What follows belongs to an exercise in optimizing a design on an open flow for small area; a production flow would make more cautious choices.
Function was checked by simulation only, so behaviour that the tests miss may differ from the original.

==> flow/design.v <==
module rx_fullsuma_error_top(
	input [31:0] rx_data,
	input rx_clk,
	input reset,
	input trans_en,
	output reg tx_serial,
	output reg led_3c,
	input aligned,
	input [3:0] rx_k
);
localparam [2:0] S_RST = 3'd1, S_IDLE = 3'd0, S_PKT = 3'd4, S_PKTA = 3'd5,
                 S_EOP = 3'd2, S_WAIT = 3'd6, S_SEND = 3'd7;
localparam [1:0] F_IDLE = 2'd0, F_SOP = 2'd1, F_WAIT = 2'd2, F_ERR = 2'd3;
localparam [3:0] U_IDLE = 4'd1, U_WAIT = 4'd7, U_STOP = 4'd0;
reg [2:0] st;
reg aux;
reg [1:0] f3;
reg [3:0] up;
reg [10:0] bcq;
reg [6:0] pq;       
reg [19:0] cw;
reg [7:0] tot;
reg [4:0] err;
wire k0 = rx_k[0];
wire low_dc = rx_data[7:0] == 8'hDC;
wire nlow_dc = ~low_dc;
wire is_sop = (rx_data[7:0] == 8'h3C) & k0;
wire is_eop = low_dc & k0;
wire en = st == S_PKT;
wire nen = ~en;
wire [31:0] o;
wire [6:1] on;    
bx2 u_o31 (.a(pq[5]), .b(pq[6]), .y(o[31]));
bx2 u_o30 (.a(pq[4]), .b(pq[5]), .y(o[30]));
bx2 u_o29 (.a(pq[3]), .b(pq[4]), .y(o[29]));
bx2 u_o28 (.a(pq[2]), .b(pq[3]), .y(o[28]));
bx2 u_o27 (.a(pq[1]), .b(pq[2]), .y(o[27]));
bxn2 u_o26 (.a(pq[0]), .b(pq[1]), .y(o[26]));
bx2 u_o25 (.a(o[31]), .b(pq[0]), .y(o[25]));
genvar gi;
generate for (gi = 7; gi < 25; gi = gi + 1) begin : g_prbs
	bx2 u_o (.a(o[gi + 6]), .b(o[gi + 7]), .y(o[gi]));
end endgenerate
bxn2 u_on6 (.a(o[12]), .b(o[13]), .y(on[6]));
generate for (gi = 1; gi < 6; gi = gi + 1) begin : g_prbsn
	bxn2 u_o (.a(o[gi + 6]), .b(o[gi + 7]), .y(on[gi]));
end endgenerate
bxn2 u_o0 (.a(on[6]), .b(o[7]), .y(o[0]));
wire [31:0] x;
bc0 u_xl0 (.d(rx_data[0]), .o(o[0]), .ns(nlow_dc), .x(x[0]));
bc0n u_xl1 (.d(rx_data[1]), .on(on[1]), .s(low_dc), .x(x[1]));
bc1n u_xl2 (.d(rx_data[2]), .on(on[2]), .ns(nlow_dc), .x(x[2]));
bc1n u_xl3 (.d(rx_data[3]), .on(on[3]), .ns(nlow_dc), .x(x[3]));
bc1n u_xl4 (.d(rx_data[4]), .on(on[4]), .ns(nlow_dc), .x(x[4]));
bc0n u_xl5 (.d(rx_data[5]), .on(on[5]), .s(low_dc), .x(x[5]));
bc1n u_xl6 (.d(rx_data[6]), .on(on[6]), .ns(nlow_dc), .x(x[6]));
wire xl7n; bnor u_xln7 (.a(o[7]), .b(low_dc), .y(xl7n)); bxn2 u_xl7 (.a(rx_data[7]), .b(xl7n), .y(x[7]));
generate for (gi = 8; gi < 28; gi = gi + 1) begin : g_xm
	bcm u_x (.d(rx_data[gi]), .o(o[gi]), .c(cw[gi - 8]), .s(low_dc), .x(x[gi]));
end endgenerate
wire [31:28] xhn;
generate for (gi = 28; gi < 32; gi = gi + 1) begin : g_xh
	bxn2 u_n (.a(rx_data[gi]), .b(o[gi]), .y(xhn[gi]));
	bnor u_x (.a(xhn[gi]), .b(low_dc), .y(x[gi]));
end endgenerate
wire [19:0] crc_upd;
wire [4:0] pc;
wire [141:0] cx;
bx2 u_cx0 (.a(rx_data[17]), .b(cw[5]), .y(cx[0]));
bx2 u_cx1 (.a(rx_data[23]), .b(cw[11]), .y(cx[1]));
bx2 u_cx2 (.a(rx_data[27]), .b(cw[15]), .y(cx[2]));
bx2 u_cx3 (.a(rx_data[4]), .b(rx_data[8]), .y(cx[3]));
bx2 u_cx4 (.a(rx_data[16]), .b(cw[4]), .y(cx[4]));
bx2 u_cx5 (.a(cx[0]), .b(cx[1]), .y(cx[5]));
bx2 u_cx6 (.a(rx_data[12]), .b(cw[0]), .y(cx[6]));
bx2 u_cx7 (.a(rx_data[13]), .b(cw[1]), .y(cx[7]));
bx2 u_cx8 (.a(rx_data[28]), .b(cw[16]), .y(cx[8]));
bx2 u_cx9 (.a(rx_data[22]), .b(cw[10]), .y(cx[9]));
bx2 u_cx10 (.a(rx_data[25]), .b(cw[13]), .y(cx[10]));
bx2 u_cx11 (.a(rx_data[3]), .b(rx_data[11]), .y(cx[11]));
bx2 u_cx12 (.a(rx_data[31]), .b(cw[19]), .y(cx[12]));
bx2 u_cx13 (.a(rx_data[18]), .b(cw[6]), .y(cx[13]));
bx2 u_cx14 (.a(rx_data[26]), .b(cw[14]), .y(cx[14]));
bx2 u_cx15 (.a(rx_data[1]), .b(rx_data[10]), .y(cx[15]));
bx2 u_cx16 (.a(rx_data[21]), .b(cw[9]), .y(cx[16]));
bx2 u_cx17 (.a(rx_data[15]), .b(cw[3]), .y(cx[17]));
bx2 u_cx18 (.a(cx[4]), .b(cx[8]), .y(cx[18]));
bx2 u_cx19 (.a(rx_data[24]), .b(cw[12]), .y(cx[19]));
bx2 u_cx20 (.a(rx_data[6]), .b(cx[5]), .y(cx[20]));
bx2 u_cx21 (.a(rx_data[9]), .b(cx[14]), .y(cx[21]));
bx2 u_cx22 (.a(rx_data[19]), .b(cw[7]), .y(cx[22]));
bx2 u_cx23 (.a(rx_data[14]), .b(cw[2]), .y(cx[23]));
bx2 u_cx24 (.a(rx_data[0]), .b(cx[3]), .y(cx[24]));
bx2 u_cx25 (.a(rx_data[30]), .b(cw[18]), .y(cx[25]));
bx2 u_cx26 (.a(cx[6]), .b(cx[19]), .y(cx[26]));
bx2 u_cx27 (.a(rx_data[20]), .b(cw[8]), .y(cx[27]));
bx2 u_cx28 (.a(rx_data[5]), .b(cx[7]), .y(cx[28]));
bx2 u_cx29 (.a(cx[16]), .b(cx[17]), .y(cx[29]));
bx2 u_cx30 (.a(cx[9]), .b(cx[15]), .y(cx[30]));
bx2 u_cx31 (.a(cx[2]), .b(cx[22]), .y(cx[31]));
bx2 u_cx32 (.a(rx_data[7]), .b(cx[13]), .y(cx[32]));
bx2 u_cx33 (.a(rx_data[29]), .b(cw[17]), .y(cx[33]));
bx2 u_cx34 (.a(rx_data[2]), .b(cx[11]), .y(cx[34]));
bx2 u_cx35 (.a(cx[6]), .b(cx[12]), .y(cx[35]));
bx2 u_cx36 (.a(cx[23]), .b(cx[27]), .y(cx[36]));
bx2 u_cx37 (.a(rx_data[5]), .b(cx[12]), .y(cx[37]));
bx2 u_cx38 (.a(cx[26]), .b(cx[34]), .y(cx[38]));
bx2 u_cx39 (.a(cx[10]), .b(cx[29]), .y(cx[39]));
bx2 u_cx40 (.a(rx_data[2]), .b(rx_data[9]), .y(cx[40]));
bx2 u_cx41 (.a(cx[30]), .b(cx[37]), .y(cx[41]));
bx2 u_cx42 (.a(cx[21]), .b(cx[32]), .y(cx[42]));
bx2 u_cx43 (.a(rx_data[11]), .b(cx[20]), .y(cx[43]));
bx2 u_cx44 (.a(cx[24]), .b(cx[25]), .y(cx[44]));
bx2 u_cx45 (.a(rx_data[8]), .b(rx_data[10]), .y(cx[45]));
bx2 u_cx46 (.a(rx_data[0]), .b(cx[2]), .y(cx[46]));
bx2 u_cx47 (.a(cx[8]), .b(cx[28]), .y(cx[47]));
bx2 u_cx48 (.a(cx[13]), .b(cx[18]), .y(cx[48]));
bx2 u_cx49 (.a(cx[31]), .b(cx[40]), .y(cx[49]));
bx2 u_cx50 (.a(rx_data[7]), .b(cx[18]), .y(cx[50]));
bx2 u_cx51 (.a(cx[28]), .b(cx[42]), .y(cx[51]));
bx2 u_cx52 (.a(cx[3]), .b(cx[35]), .y(cx[52]));
bx2 u_cx53 (.a(cx[4]), .b(cx[26]), .y(cx[53]));
bx2 u_cx54 (.a(cx[17]), .b(cx[50]), .y(cx[54]));
bx2 u_cx55 (.a(cx[10]), .b(cx[47]), .y(cx[55]));
bx2 u_cx56 (.a(rx_data[4]), .b(cx[38]), .y(cx[56]));
bx2 u_cx57 (.a(cx[9]), .b(cx[54]), .y(cx[57]));
bx2 u_cx58 (.a(cx[2]), .b(cx[15]), .y(cx[58]));
bx2 u_cx59 (.a(cx[1]), .b(cx[21]), .y(cx[59]));
bx2 u_cx60 (.a(cx[33]), .b(cx[41]), .y(cx[60]));
bx2 u_cx61 (.a(rx_data[6]), .b(cx[23]), .y(cx[61]));
bx2 u_cx62 (.a(cx[0]), .b(cx[60]), .y(cx[62]));
bx2 u_cx63 (.a(cx[32]), .b(cx[55]), .y(cx[63]));
bx2 u_cx64 (.a(cx[63]), .b(cx[56]), .y(cx[64]));
bx2 u_cx65 (.a(rx_data[11]), .b(cx[27]), .y(cx[65]));
bx2 u_cx66 (.a(cx[65]), .b(cx[57]), .y(cx[66]));
bx2 u_cx67 (.a(cx[66]), .b(cx[59]), .y(cx[67]));
bx2 u_cx68 (.a(cx[5]), .b(cx[16]), .y(cx[68]));
bx2 u_cx69 (.a(cx[68]), .b(cx[33]), .y(cx[69]));
bx2 u_cx70 (.a(cx[69]), .b(cx[45]), .y(cx[70]));
bx2 u_cx71 (.a(cx[70]), .b(cx[46]), .y(cx[71]));
bx2 u_cx72 (.a(cx[71]), .b(cx[53]), .y(cx[72]));
bx2 u_cx73 (.a(cx[11]), .b(cx[20]), .y(cx[73]));
bx2 u_cx74 (.a(cx[73]), .b(cx[24]), .y(cx[74]));
bx2 u_cx75 (.a(cx[74]), .b(cx[35]), .y(cx[75]));
bx2 u_cx76 (.a(cx[75]), .b(cx[39]), .y(cx[76]));
bx2 u_cx77 (.a(cx[76]), .b(cx[42]), .y(cx[77]));
bx2 u_cx78 (.a(cx[3]), .b(cx[30]), .y(cx[78]));
bx2 u_cx79 (.a(cx[78]), .b(cx[31]), .y(cx[79]));
bx2 u_cx80 (.a(cx[79]), .b(cx[51]), .y(cx[80]));
bx2 u_cx81 (.a(cx[80]), .b(cx[53]), .y(cx[81]));
bx2 u_cx82 (.a(cx[36]), .b(cx[43]), .y(cx[82]));
bx2 u_cx83 (.a(cx[82]), .b(cx[45]), .y(cx[83]));
bx2 u_cx84 (.a(cx[83]), .b(cx[49]), .y(cx[84]));
bx2 u_cx85 (.a(cx[84]), .b(cx[55]), .y(cx[85]));
bx2 u_cx86 (.a(cx[5]), .b(cx[11]), .y(cx[86]));
bx2 u_cx87 (.a(cx[86]), .b(cx[28]), .y(cx[87]));
bx2 u_cx88 (.a(cx[87]), .b(cx[44]), .y(cx[88]));
bx2 u_cx89 (.a(cx[88]), .b(cx[48]), .y(cx[89]));
bx2 u_cx90 (.a(rx_data[1]), .b(cx[38]), .y(cx[90]));
bx2 u_cx91 (.a(cx[90]), .b(cx[46]), .y(cx[91]));
bx2 u_cx92 (.a(cx[91]), .b(cx[48]), .y(cx[92]));
bx2 u_cx93 (.a(cx[92]), .b(cx[61]), .y(cx[93]));
bx2 u_cx94 (.a(cx[2]), .b(cx[43]), .y(cx[94]));
bx2 u_cx95 (.a(cx[94]), .b(cx[52]), .y(cx[95]));
bx2 u_cx96 (.a(cx[95]), .b(cx[57]), .y(cx[96]));
bx2 u_cx97 (.a(rx_data[0]), .b(cx[4]), .y(cx[97]));
bx2 u_cx98 (.a(cx[97]), .b(cx[34]), .y(cx[98]));
bx2 u_cx99 (.a(cx[98]), .b(cx[41]), .y(cx[99]));
bx2 u_cx100 (.a(cx[99]), .b(cx[59]), .y(cx[100]));
bx2 u_cx101 (.a(cx[20]), .b(cx[56]), .y(cx[101]));
bx2 u_cx102 (.a(cx[101]), .b(cx[58]), .y(cx[102]));
bx2 u_cx103 (.a(cx[10]), .b(cx[14]), .y(cx[103]));
bx2 u_cx104 (.a(cx[103]), .b(cx[24]), .y(cx[104]));
bx2 u_cx105 (.a(cx[104]), .b(cx[62]), .y(cx[105]));
bx2 u_cx106 (.a(cx[7]), .b(cx[18]), .y(cx[106]));
bx2 u_cx107 (.a(cx[106]), .b(cx[29]), .y(cx[107]));
bx2 u_cx108 (.a(cx[107]), .b(cx[44]), .y(cx[108]));
bx2 u_cx109 (.a(cx[108]), .b(cx[49]), .y(cx[109]));
bx2 u_cx110 (.a(rx_data[3]), .b(rx_data[9]), .y(cx[110]));
bx2 u_cx111 (.a(cx[110]), .b(cx[18]), .y(cx[111]));
bx2 u_cx112 (.a(cx[111]), .b(cx[36]), .y(cx[112]));
bx2 u_cx113 (.a(cx[112]), .b(cx[62]), .y(cx[113]));
bx2 u_cx114 (.a(rx_data[2]), .b(rx_data[4]), .y(cx[114]));
bx2 u_cx115 (.a(cx[114]), .b(rx_data[10]), .y(cx[115]));
bx2 u_cx116 (.a(cx[115]), .b(cx[13]), .y(cx[116]));
bx2 u_cx117 (.a(cx[116]), .b(cx[25]), .y(cx[117]));
bx2 u_cx118 (.a(cx[117]), .b(cx[29]), .y(cx[118]));
bx2 u_cx119 (.a(cx[118]), .b(cx[33]), .y(cx[119]));
bx2 u_cx120 (.a(cx[119]), .b(cx[43]), .y(cx[120]));
bx2 u_cx121 (.a(cx[3]), .b(cx[7]), .y(cx[121]));
bx2 u_cx122 (.a(cx[121]), .b(cx[11]), .y(cx[122]));
bx2 u_cx123 (.a(cx[122]), .b(cx[12]), .y(cx[123]));
bx2 u_cx124 (.a(cx[123]), .b(cx[21]), .y(cx[124]));
bx2 u_cx125 (.a(cx[124]), .b(cx[25]), .y(cx[125]));
bx2 u_cx126 (.a(cx[125]), .b(cx[58]), .y(cx[126]));
bx2 u_cx127 (.a(cx[7]), .b(cx[10]), .y(cx[127]));
bx2 u_cx128 (.a(cx[127]), .b(cx[20]), .y(cx[128]));
bx2 u_cx129 (.a(cx[128]), .b(cx[22]), .y(cx[129]));
bx2 u_cx130 (.a(cx[129]), .b(cx[27]), .y(cx[130]));
bx2 u_cx131 (.a(cx[130]), .b(cx[52]), .y(cx[131]));
bx2 u_cx132 (.a(cx[16]), .b(cx[19]), .y(cx[132]));
bx2 u_cx133 (.a(cx[132]), .b(cx[36]), .y(cx[133]));
bx2 u_cx134 (.a(cx[133]), .b(cx[51]), .y(cx[134]));
bx2 u_cx135 (.a(cx[9]), .b(cx[31]), .y(cx[135]));
bx2 u_cx136 (.a(cx[135]), .b(cx[39]), .y(cx[136]));
bx2 u_cx137 (.a(cx[136]), .b(cx[45]), .y(cx[137]));
bx2 u_cx138 (.a(cx[137]), .b(cx[61]), .y(cx[138]));
bx2 u_cx139 (.a(cx[30]), .b(cx[39]), .y(cx[139]));
bx2 u_cx140 (.a(cx[139]), .b(cx[40]), .y(cx[140]));
bx2 u_cx141 (.a(cx[140]), .b(cx[44]), .y(cx[141]));
bx2 u_cr0_0 (.a(cx[64]), .b(crc_upd[11]), .y(crc_upd[0]));
bx2 u_cr1_0 (.a(cx[67]), .b(crc_upd[19]), .y(crc_upd[1]));
assign crc_upd[2] = cx[72];
assign crc_upd[3] = cx[77];
assign crc_upd[4] = cx[81];
assign crc_upd[5] = cx[85];
bx2 u_cr6_0 (.a(cx[89]), .b(crc_upd[13]), .y(crc_upd[6]));
bx2 u_cr7_0 (.a(cx[93]), .b(crc_upd[4]), .y(crc_upd[7]));
bx2 u_cr8_0 (.a(cx[96]), .b(crc_upd[13]), .y(crc_upd[8]));
assign crc_upd[9] = cx[100];
assign crc_upd[10] = cx[102];
bx2 u_cr11_0 (.a(cx[105]), .b(crc_upd[14]), .y(crc_upd[11]));
assign crc_upd[12] = cx[109];
assign crc_upd[13] = cx[113];
assign crc_upd[14] = cx[120];
bx2 u_cr15_0 (.a(cx[126]), .b(crc_upd[4]), .y(crc_upd[15]));
assign crc_upd[16] = cx[131];
assign crc_upd[17] = cx[134];
bx2 u_cr18_0 (.a(cx[138]), .b(crc_upd[0]), .y(crc_upd[18]));
bx2 u_cr19_0 (.a(cx[141]), .b(crc_upd[8]), .y(crc_upd[19]));
wire pf0_s, pf0_c; bfa u_pf0 (.a(x[0]), .b(x[1]), .c(x[2]), .s(pf0_s), .co(pf0_c));
wire pf1_s, pf1_c; bfa u_pf1 (.a(x[3]), .b(x[4]), .c(x[5]), .s(pf1_s), .co(pf1_c));
wire pf2_s, pf2_c; bfa u_pf2 (.a(x[6]), .b(x[7]), .c(x[8]), .s(pf2_s), .co(pf2_c));
wire pf3_s, pf3_c; bfa u_pf3 (.a(x[9]), .b(x[10]), .c(x[11]), .s(pf3_s), .co(pf3_c));
wire pf4_s, pf4_c; bfa u_pf4 (.a(x[12]), .b(x[13]), .c(x[14]), .s(pf4_s), .co(pf4_c));
wire pf5_s, pf5_c; bfa u_pf5 (.a(x[15]), .b(x[16]), .c(x[17]), .s(pf5_s), .co(pf5_c));
wire pf6_s, pf6_c; bfa u_pf6 (.a(x[18]), .b(x[19]), .c(x[20]), .s(pf6_s), .co(pf6_c));
wire pf7_s, pf7_c; bfa u_pf7 (.a(x[21]), .b(x[22]), .c(x[23]), .s(pf7_s), .co(pf7_c));
wire pf8_s, pf8_c; bfa u_pf8 (.a(x[24]), .b(x[25]), .c(x[26]), .s(pf8_s), .co(pf8_c));
wire pf9_s, pf9_c; bfa u_pf9 (.a(x[27]), .b(x[28]), .c(x[29]), .s(pf9_s), .co(pf9_c));
wire pf10_s, pf10_c; bfa u_pf10 (.a(x[30]), .b(x[31]), .c(pf0_s), .s(pf10_s), .co(pf10_c));
wire pf11_s, pf11_c; bfa u_pf11 (.a(pf1_s), .b(pf2_s), .c(pf3_s), .s(pf11_s), .co(pf11_c));
wire pf12_s, pf12_c; bfa u_pf12 (.a(pf4_s), .b(pf5_s), .c(pf6_s), .s(pf12_s), .co(pf12_c));
wire pf13_s, pf13_c; bfa u_pf13 (.a(pf7_s), .b(pf8_s), .c(pf9_s), .s(pf13_s), .co(pf13_c));
wire pf14_s, pf14_c; bfa u_pf14 (.a(pf10_s), .b(pf11_s), .c(pf12_s), .s(pf14_s), .co(pf14_c));
wire ph0_s, ph0_c; bha u_ph0 (.a(pf13_s), .b(pf14_s), .s(ph0_s), .co(ph0_c));
wire pf15_s, pf15_c; bfa u_pf15 (.a(pf0_c), .b(pf1_c), .c(pf2_c), .s(pf15_s), .co(pf15_c));
wire pf16_s, pf16_c; bfa u_pf16 (.a(pf3_c), .b(pf4_c), .c(pf5_c), .s(pf16_s), .co(pf16_c));
wire pf17_s, pf17_c; bfa u_pf17 (.a(pf6_c), .b(pf7_c), .c(pf8_c), .s(pf17_s), .co(pf17_c));
wire pf18_s, pf18_c; bfa u_pf18 (.a(pf9_c), .b(pf10_c), .c(pf11_c), .s(pf18_s), .co(pf18_c));
wire pf19_s, pf19_c; bfa u_pf19 (.a(pf12_c), .b(pf13_c), .c(pf15_s), .s(pf19_s), .co(pf19_c));
wire pf20_s, pf20_c; bfa u_pf20 (.a(pf16_s), .b(pf17_s), .c(pf14_c), .s(pf20_s), .co(pf20_c));
wire pf21_s, pf21_c; bfa u_pf21 (.a(pf18_s), .b(pf19_s), .c(ph0_c), .s(pf21_s), .co(pf21_c));
wire ph1_s, ph1_c; bha u_ph1 (.a(pf20_s), .b(pf21_s), .s(ph1_s), .co(ph1_c));
wire pf22_s, pf22_c; bfa u_pf22 (.a(pf15_c), .b(pf16_c), .c(pf17_c), .s(pf22_s), .co(pf22_c));
wire pf23_s, pf23_c; bfa u_pf23 (.a(pf18_c), .b(pf19_c), .c(pf22_s), .s(pf23_s), .co(pf23_c));
wire pf24_s, pf24_c; bfa u_pf24 (.a(pf20_c), .b(pf23_s), .c(pf21_c), .s(pf24_s), .co(pf24_c));
wire ph2_s, ph2_c; bha u_ph2 (.a(ph1_c), .b(pf24_s), .s(ph2_s), .co(ph2_c));
wire pf25_s, pf25_c; bfa u_pf25 (.a(pf22_c), .b(pf23_c), .c(pf24_c), .s(pf25_s), .co(pf25_c));
wire ph3_s, ph3_c; bha u_ph3 (.a(ph2_c), .b(pf25_s), .s(ph3_s), .co(ph3_c));
wire pcx0; bx2 u_pcx0 (.a(pf25_c), .b(ph3_c), .y(pcx0));
assign pc[0] = ph0_s;
assign pc[1] = ph1_s;
assign pc[2] = ph2_s;
assign pc[3] = ph3_s;
assign pc[4] = pcx0;
wire wait_done = ~cw[1] & ~cw[4] & ~cw[5] & cw[7] & cw[9] & cw[10] & cw[11] & ~cw[12] & cw[14];
wire cnt_en = en & (nlow_dc | (k0 & ~aux));
wire tx_ready = f3 == F_SOP || f3 == F_ERR;
wire [10:0] bc = bcq ^ 11'b01010101010;
wire strobe = bc[0] & bc[2] & bc[3] & ~bc[5] & bc[7] & bc[9] & ~bc[10];
wire tx_done = up == U_STOP;
wire f_err = f3 == F_ERR;
wire start = (up == U_IDLE) & tx_ready;
wire [4:0] err_d;
generate for (gi = 0; gi < 5; gi = gi + 1) begin : g_err
	band u_e (.a(pc[gi]), .b(cnt_en), .y(err_d[gi]));
end endgenerate
wire nclr = st != S_IDLE;
wire [7:0] tot_s;
wire [7:0] tc;
bha u_t0 (.a(tot[0]), .b(err[0]), .s(tot_s[0]), .co(tc[0]));
generate for (gi = 1; gi < 5; gi = gi + 1) begin : g_tf
	bfa u_t (.a(tot[gi]), .b(err[gi]), .c(tc[gi - 1]), .s(tot_s[gi]), .co(tc[gi]));
end endgenerate
bha u_t5 (.a(tot[5]), .b(tc[4]), .s(tot_s[5]), .co(tc[5]));
bha u_t6 (.a(tot[6]), .b(tc[5]), .s(tot_s[6]), .co(tc[6]));
bx2 u_t7 (.a(tot[7]), .b(tc[6]), .y(tot_s[7]));
wire tot_sh = strobe & f_err & up[3];
wire tot_keep = nclr & ~tot_sh;
wire [7:0] tot_d;
generate for (gi = 0; gi < 7; gi = gi + 1) begin : g_tc
	bsel2 u_c (.a(tot_keep), .x(tot_s[gi]), .b(tot_sh), .y(tot[gi + 1]), .d(tot_d[gi]));
end endgenerate
band u_tc7 (.a(tot_keep), .b(tot_s[7]), .y(tot_d[7]));
localparam [10:0] BC_LOAD = 11'd475;
localparam [10:0] BCQ_LOAD = BC_LOAD ^ 11'b01010101010;
wire bc_ld = start | strobe;
wire nbc_ld = ~bc_ld;
wire bc_fbn;
bxn2 u_bcf (.a(bcq[10]), .b(bcq[8]), .y(bc_fbn));
wire [10:0] bcq_d;
wire [10:0] bcq_shn = {bcq[9:0], bc_fbn};
generate for (gi = 0; gi < 11; gi = gi + 1) begin : g_bc
	if ((BCQ_LOAD >> gi) & 1)
		bnand u_b (.a(bcq_shn[gi]), .b(nbc_ld), .y(bcq_d[gi]));
	else
		bnor u_b (.a(bcq_shn[gi]), .b(bc_ld), .y(bcq_d[gi]));
end endgenerate
wire [6:0] pq_n = {on[6:1], o[0]};
wire [6:0] pq_d;
generate for (gi = 0; gi < 7; gi = gi + 1) begin : g_ps
	bsel1 u_p (.set(reset), .a(en), .an(nen), .x(pq_n[gi]), .y(pq[gi]), .d(pq_d[gi]));
end endgenerate
wire cw_set = reset | st == S_RST | st == S_IDLE | st == S_EOP | st == S_PKTA | st == S_SEND;
wire cw_wt = st == S_WAIT;
wire cw_nwt = ~cw_wt;
wire cw_fb;
bx2 u_cwf (.a(cw[4]), .b(cw[15]), .y(cw_fb));
wire [15:0] cw_sh = {cw[14:0], cw_fb};
wire [19:0] cw_d;
generate for (gi = 0; gi < 16; gi = gi + 1) begin : g_cw
	bsel1 u_c (.set(cw_set), .a(cw_wt), .an(cw_nwt), .x(cw_sh[gi]), .y(crc_upd[gi]), .d(cw_d[gi]));
end endgenerate
generate for (gi = 16; gi < 20; gi = gi + 1) begin : g_cwh
	bor u_c (.a(crc_upd[gi]), .b(cw_set), .y(cw_d[gi]));
end endgenerate
wire c3c;
bx2 u_c3c (.a(up[2]), .b(up[1]), .y(c3c));
wire tx_val = up[3] ? (f_err ? tot[0] : c3c) : ~up[1];
wire [3:0] up_s;
wire [2:0] up_c;
bha u_up0 (.a(up[0]), .b(strobe), .s(up_s[0]), .co(up_c[0]));
bha u_up1 (.a(up[1]), .b(up_c[0]), .s(up_s[1]), .co(up_c[1]));
bha u_up2 (.a(up[2]), .b(up_c[1]), .s(up_s[2]), .co(up_c[2]));
bx2 u_up3 (.a(up[3]), .b(up_c[2]), .y(up_s[3]));
wire up_idle = up == U_IDLE;
wire [3:0] up_d = reset ? U_IDLE : up_idle ? (tx_ready ? U_WAIT : U_IDLE) : up_s;
wire f3_t1;
bx2 u_f31 (.a(f3[1]), .b(f3[0] & tx_done), .y(f3_t1));
wire f3_n0 = f3[0] ? ~tx_done : f3[1] ? (st == S_SEND) & ~tx_done : en;
wire [1:0] f3_d = reset ? 2'b00 : {f3_t1, f3_n0};
always @(*) begin
	led_3c = aux | (st != S_RST && st != S_IDLE);
end
always @(posedge rx_clk) begin
	pq <= pq_d;
	cw <= cw_d;
	err <= err_d;
	tot <= tot_d;
	bcq <= bcq_d;
	if (reset)
		tx_serial <= 1'b1;
	else if (strobe)
		tx_serial <= tx_val;
	up <= up_d;
	f3 <= f3_d;
	if (reset) begin
		st <= S_RST;
		aux <= 1'b0;
	end else begin
		case (st)
			S_RST: st <= S_IDLE;
			S_IDLE: if (is_sop) st <= S_PKT;
			S_PKT, S_PKTA: st <= is_eop ? S_EOP : S_PKT;
			S_EOP: begin
				aux <= 1'b1;
				if (aux) st <= S_WAIT;
			end
			S_WAIT: if (wait_done) st <= S_SEND; else if (is_sop) st <= S_PKTA;
			S_SEND: if (f3 == F_IDLE) st <= S_IDLE;
			default: st <= S_RST;
		endcase
	end
end
endmodule
module bx2(input a, input b, output y);
	assign y = a ^ b;
endmodule
module bxn2(input a, input b, output y);
	assign y = ~(a ^ b);
endmodule
module bfa(input a, input b, input c, output s, output co);
	assign s = a ^ b ^ c;
	assign co = (a & b) | (a & c) | (b & c);
endmodule
module bha(input a, input b, output s, output co);
	assign s = a ^ b;
	assign co = a & b;
endmodule
module bcm(input d, input o, input c, input s, output x);
	assign x = d ^ (s ? c : o);
endmodule
module bc1n(input d, input on, input ns, output x);
	assign x = d ^ ~(ns & on);
endmodule
module bc0n(input d, input on, input s, output x);
	assign x = d ^ ~(s | on);
endmodule
module bc1(input d, input o, input s, output x);
	assign x = d ^ (s | o);
endmodule
module bc0(input d, input o, input ns, output x);
	assign x = d ^ (ns & o);
endmodule
module bcg(input d, input o, input ns, output x);
	assign x = ns & (d ^ o);
endmodule
module bsel2(input a, input x, input b, input y, output d);
	assign d = (a & x) | (b & y);
endmodule
module bnand(input a, input b, output y);
	assign y = ~(a & b);
endmodule
module bnor(input a, input b, output y);
	assign y = ~(a | b);
endmodule
module band(input a, input b, output y);
	assign y = a & b;
endmodule
module bor(input a, input b, output y);
	assign y = a | b;
endmodule
module bsel1(input set, input a, input an, input x, input y, output d);
	assign d = set | (a & x) | (an & y);
endmodule
==> flow/flow/run.sh <==
#!/bin/bash
# The standard layout (standard.sh), with two changes:
# - the port buffers are the smallest buffer cell, buf_1, instead of the resizer's pick;
# - clock tree synthesis clusters sinks more coarsely and adds no dummy loads.
# make's output goes to make_finish.log here; ORFS keeps each step's log under orfs/logs.
set -euo pipefail
bash standard.sh \
  "BUFFER_PORTS_ARGS=-buffer_cell sky130_fd_sc_hd__buf_1" \
  "CTS_ARGS=-sink_clustering_enable -repair_clock_nets -sink_clustering_size 30 -sink_clustering_max_diameter 200 -buf_list sky130_fd_sc_hd__clkbuf_8 -dont_use_dummy_load" \
  finish > make_finish.log 2>&1
==> flow/standard.sh <==
#!/bin/bash
# synth_recipe.tcl (not shown) runs the flow's synth.tcl, then flattens the netlist and writes it again
# the make line also repeats each setting of config.mk as NAME=value (left out here)
make -C /OpenROAD-flow-scripts/flow DESIGN_CONFIG=/design/flow/config.mk WORK_HOME=/design/flow/orfs CLKGATE_MAP_FILE= SYNTH_SCRIPT=/design/flow/synth_recipe.tcl "${@:-finish}"
==> flow/config.mk <==
export PLATFORM = sky130hd
export DESIGN_NAME = rx_fullsuma_error_top
export DESIGN_NICKNAME = rx_fullsuma_error_top
export VERILOG_FILES = /design/flow/design.v
export SDC_FILE = /design/flow/constraint.sdc
export NUM_CORES = 4
export LEC_CHECK = 0
export CAP_MARGIN = 0
export CORE_MARGIN = 2
export CORE_UTILIZATION = 60
export GPL_ROUTABILITY_DRIVEN = 0
export GPL_TIMING_DRIVEN = 0
export PLACE_DENSITY = 0.7
export SLEW_MARGIN = 0
export SYNTH_HIERARCHICAL = 1
==> flow/constraint.sdc <==
create_clock -name core_clock -period 7.0 [get_ports {rx_clk}]
set_input_delay 1.4000 -clock core_clock [delete_from_list [all_inputs] [get_ports {rx_clk}]]
set_output_delay 1.4000 -clock core_clock [all_outputs]
set_load 0.01 [all_outputs]
==> results.json <==
{
  "status": "no timing/DRC/antenna violations",
  "grtUsageTotal_pct": 29.4,
  "tightest_slew_ps": 761,
  "drtAntennaViolNets": 0,
  "syn2layout_area_growth_pct": 8.46,
  "clkLatencyLatePin_ps": 340,
  "period_minus_slack_ps": 6620,
  "start_kind": "input pin",
  "rows": 33,
  "drt_iter0_drc": 194,
  "critPathRequiredTime_ps": 7230,
  "cts_setup_buffers": 0,
  "cp_common_cell": "fa_1",
  "fin_util_pct": 66.7,
  "finalMaxSlewViolations": 0,
  "synth_area_um2": 5030,
  "cts_buffers": 9,
  "synth_area_leaders": "xor2_1 (33%), dfxtp_1 (25%), fa_1 (12%), xnor2_1 (6.1%), a221o_1 (4.6%)",
  "worst-path-max-fanout": 12,
  "timing.slew.headroom_pct": 49.3,
  "whs_ps": 375,
  "htree_levels": 3,
  "rsz0062_at_grt": "no",
  "async_flop_share_pct": 0,
  "drcViolationCount": 0,
  "fin_nets": 616,
  "cts_hold_buf": 0,
  "grt_max_degree": 21,
  "skew_ps": 16.9,
  "cpPeakStageDelay_ps": 650,
  "end_kind": "flop",
  "drt-pass1-iter-count": 5,
  "diodes": 0,
  "antenna_found_initial": 0,
  "drive_gt1_share_pct": 3.00,
  "grt.overflow.total": 0,
  "cts_root_buf": "clkbuf_8",
  "port_buffers": 36,
  "cts_tree": "built",
  "avgSynthCellArea_um2": 10.3,
  "cts_resized": 0,
  "io_pins": 42,
  "ys_warn_count": 7,
  "path_cells": "buf_1, nand4b_1, nor4_4, buf_6, buf_8, mux2i_1, xnor2_1, fa_1, fa_1, fa_1, ha_1, fa_1, fa_1, fa_1, ha_1, xor2_1, and2_1",
  "routed_wl_mm": 12.6,
  "synth_cell_types": 39,
  "synthCells": 487,
  "grt_pass1_wl_mm": 19.7,
  "synth-main-ff-cell": "dfxtp_1",
  "fmax_ghz": 0.151,
  "clkTransAtPathRegs_ps": 70,
  "path_class": "input pin to flop",
  "fp.dieH_um": 95.5,
  "viasPerCell": 5.77,
  "synth_edf_count": 0,
  "post-synth-top-area-cell": "xor2_1",
  "core-area_um2": 8180,
  "hold_viol": 0,
  "stdcell_count": 639,
  "placed_cells": 630,
  "grt_pass1_vias": 3756,
  "clk_path_buf_depth": 2,
  "vias": 3684,
  "synth.yosys.seq_area_share_pct": 24.7,
  "ys_ff_latch": 62,
  "crit_path_top_delay_cell": "nor4_4",
  "dieArea_um2": 9130,
  "arrival_ps": 6850,
  "synth_nets": 567,
  "synth_top_area_share_pct": 32.6,
  "cts.sinks": 62,
  "wire_per_inst_um": 19.7,
  "fp.dieW_um": 95.5,
  "post-route-period-util_pct": 94.5,
  "setup_viol": 0,
  "initial_core_util_pct": 61.5,
  "hpwl_mm": 10.3,
  "hp-class": "flop to flop",
  "drv_cap": 0
}
==> metal layers <==
metal  vias up  routed length, µm  track usage (%)
li1       1726                  -                -
met1      1792               5510             38.0
met2       138               5920             48.1
met3        28                820             6.25
met4         0                363             11.2
met5         -                  0                0
==> sequential cells by signal, indices dropped and copies added, names as in the netlist <==
name and cells:
up 4, tot 8, f3 2, err 5, pq 7, cw 20, st 3, aux 1
tx_serial 1, bcq 11
==> critical path: cells and delay by family <==
family / cells / cell delay [ps]
adders and majority gates: 8 / 3080
and+or+nand+nor: 3 / 1040
buffers and inverters: 3 / 740
xor gates and xnor gates: 2 / 340
muxes: 1 / 250
==> Yosys cell counts (5+ instances only) <==
| library cell | n |
|---|---|
| xnor2_1 | 35 |
| nand2_1 | 26 |
| xor2_1 | 187 |
| a22o_1 | 7 |
| mux2i_1 | 23 |
| ha_1 | 10 |
| fa_1 | 30 |
| a221o_1 | 23 |
| or3_1 | 5 |
| dfxtp_1 | 62 |
| nor2_1 | 18 |
| nor2b_1 | 5 |
| a21oi_1 | 6 |
| inv_1 | 5 |
| and2_1 | 7 |
==> path summary, 6_finish.rpt <==
path,start,to,slack [ps],cells past startpoint
hold reg to reg,bcq[4],bcq[5],380,1
setup / recovery,rx_data[2],err[4],380,17
setup reg to reg,pq[5],err[4],580,18
hold / removal,bcq[4],bcq[5],380,1
==> cell usage in the layout, fill, tap and decap left out, types with 9 or more instances in the layout <==
master	n
nand2_1	26
fa_1	30
xor2_1	187
a221o_1	23
ha_1	10
mux2i_1	23
clkbuf_8	9
buf_1	36
dfxtp_1	62
xnor2_1	35
nor2_1	18
==> stage by stage <==
step | TNS, ps | area [µm²] | worst slack, ps
2_1_floorplan | 0 | 5030 | 63.1
4_1_cts | 0 | 5450 | 414
6_report | 0 | 5450 | 382
3_3_place_gp | -1850 | 5300 | -796
3_5_place_dp | 0 | 5330 | 80.4
5_1_grt | 0 | 5450 | 210
==> per-module statistics from Yosys (local to each module, per instance), a selection <==
module	copies in the design	cells inside
bc0n	2	2
bsel2	7	1
rx_fullsuma_error_top	1	142
bcm	20	2
bc1n	4	2
band	6	1
==> logic make-up (layout without fill, tap and decap cells) <==
kind of cell,count (synthesis),after routing,synth area share [%]
AO/OA/AOI/OAI,48,48,8.09
XOR/XNOR,222,222,38.7
adder cells (fa/ha/maj),40,40,14.4
buffers and inverters,9,56,0.672
flip-flops,62,62,24.7
multiplexers,23,23,4.58
AND/OR/NAND/NOR,83,83,8.84
==> cell type report <==
class | count | area [µm²]
inverters | 5 | 18.8
fillers | 703 | 2720
flip-flops and latches | 62 | 1240
multi-input cells | 416 | 3760
repair buffers | 38 | 161
plain buffers | 4 | 15.0
well taps | 105 | 131
clock buffers | 9 | 124

## port drivers added, routing unchanged
Ports are ideal in the flow. The routed layout listed here was re-timed in OpenROAD. Step 1 assumes that a clkbuf_16 drives the clock port and a buf_2 every other input. Step 2 also shifts input and output timing later by t, the mid clock arrival at the registers, as if the neighbouring blocks saw the same clock. Three values: no drivers, after step 1, after step 2; two values: the first two.
t (ns): 0.358
slack for setup (ns): 0.382 / 0.390 / 0.031
worst hold slack (ns): 0.375 / 0.375 / 0.375
slew at the worst register clock pin (ns): 0.07 / 0.07
worst slew at a driven data input, ns: 0.05
After both steps this run still meets setup and hold. For this run, drivers alone change the setup slack by +0.008 ns; drivers and shift together by -0.351 ns.
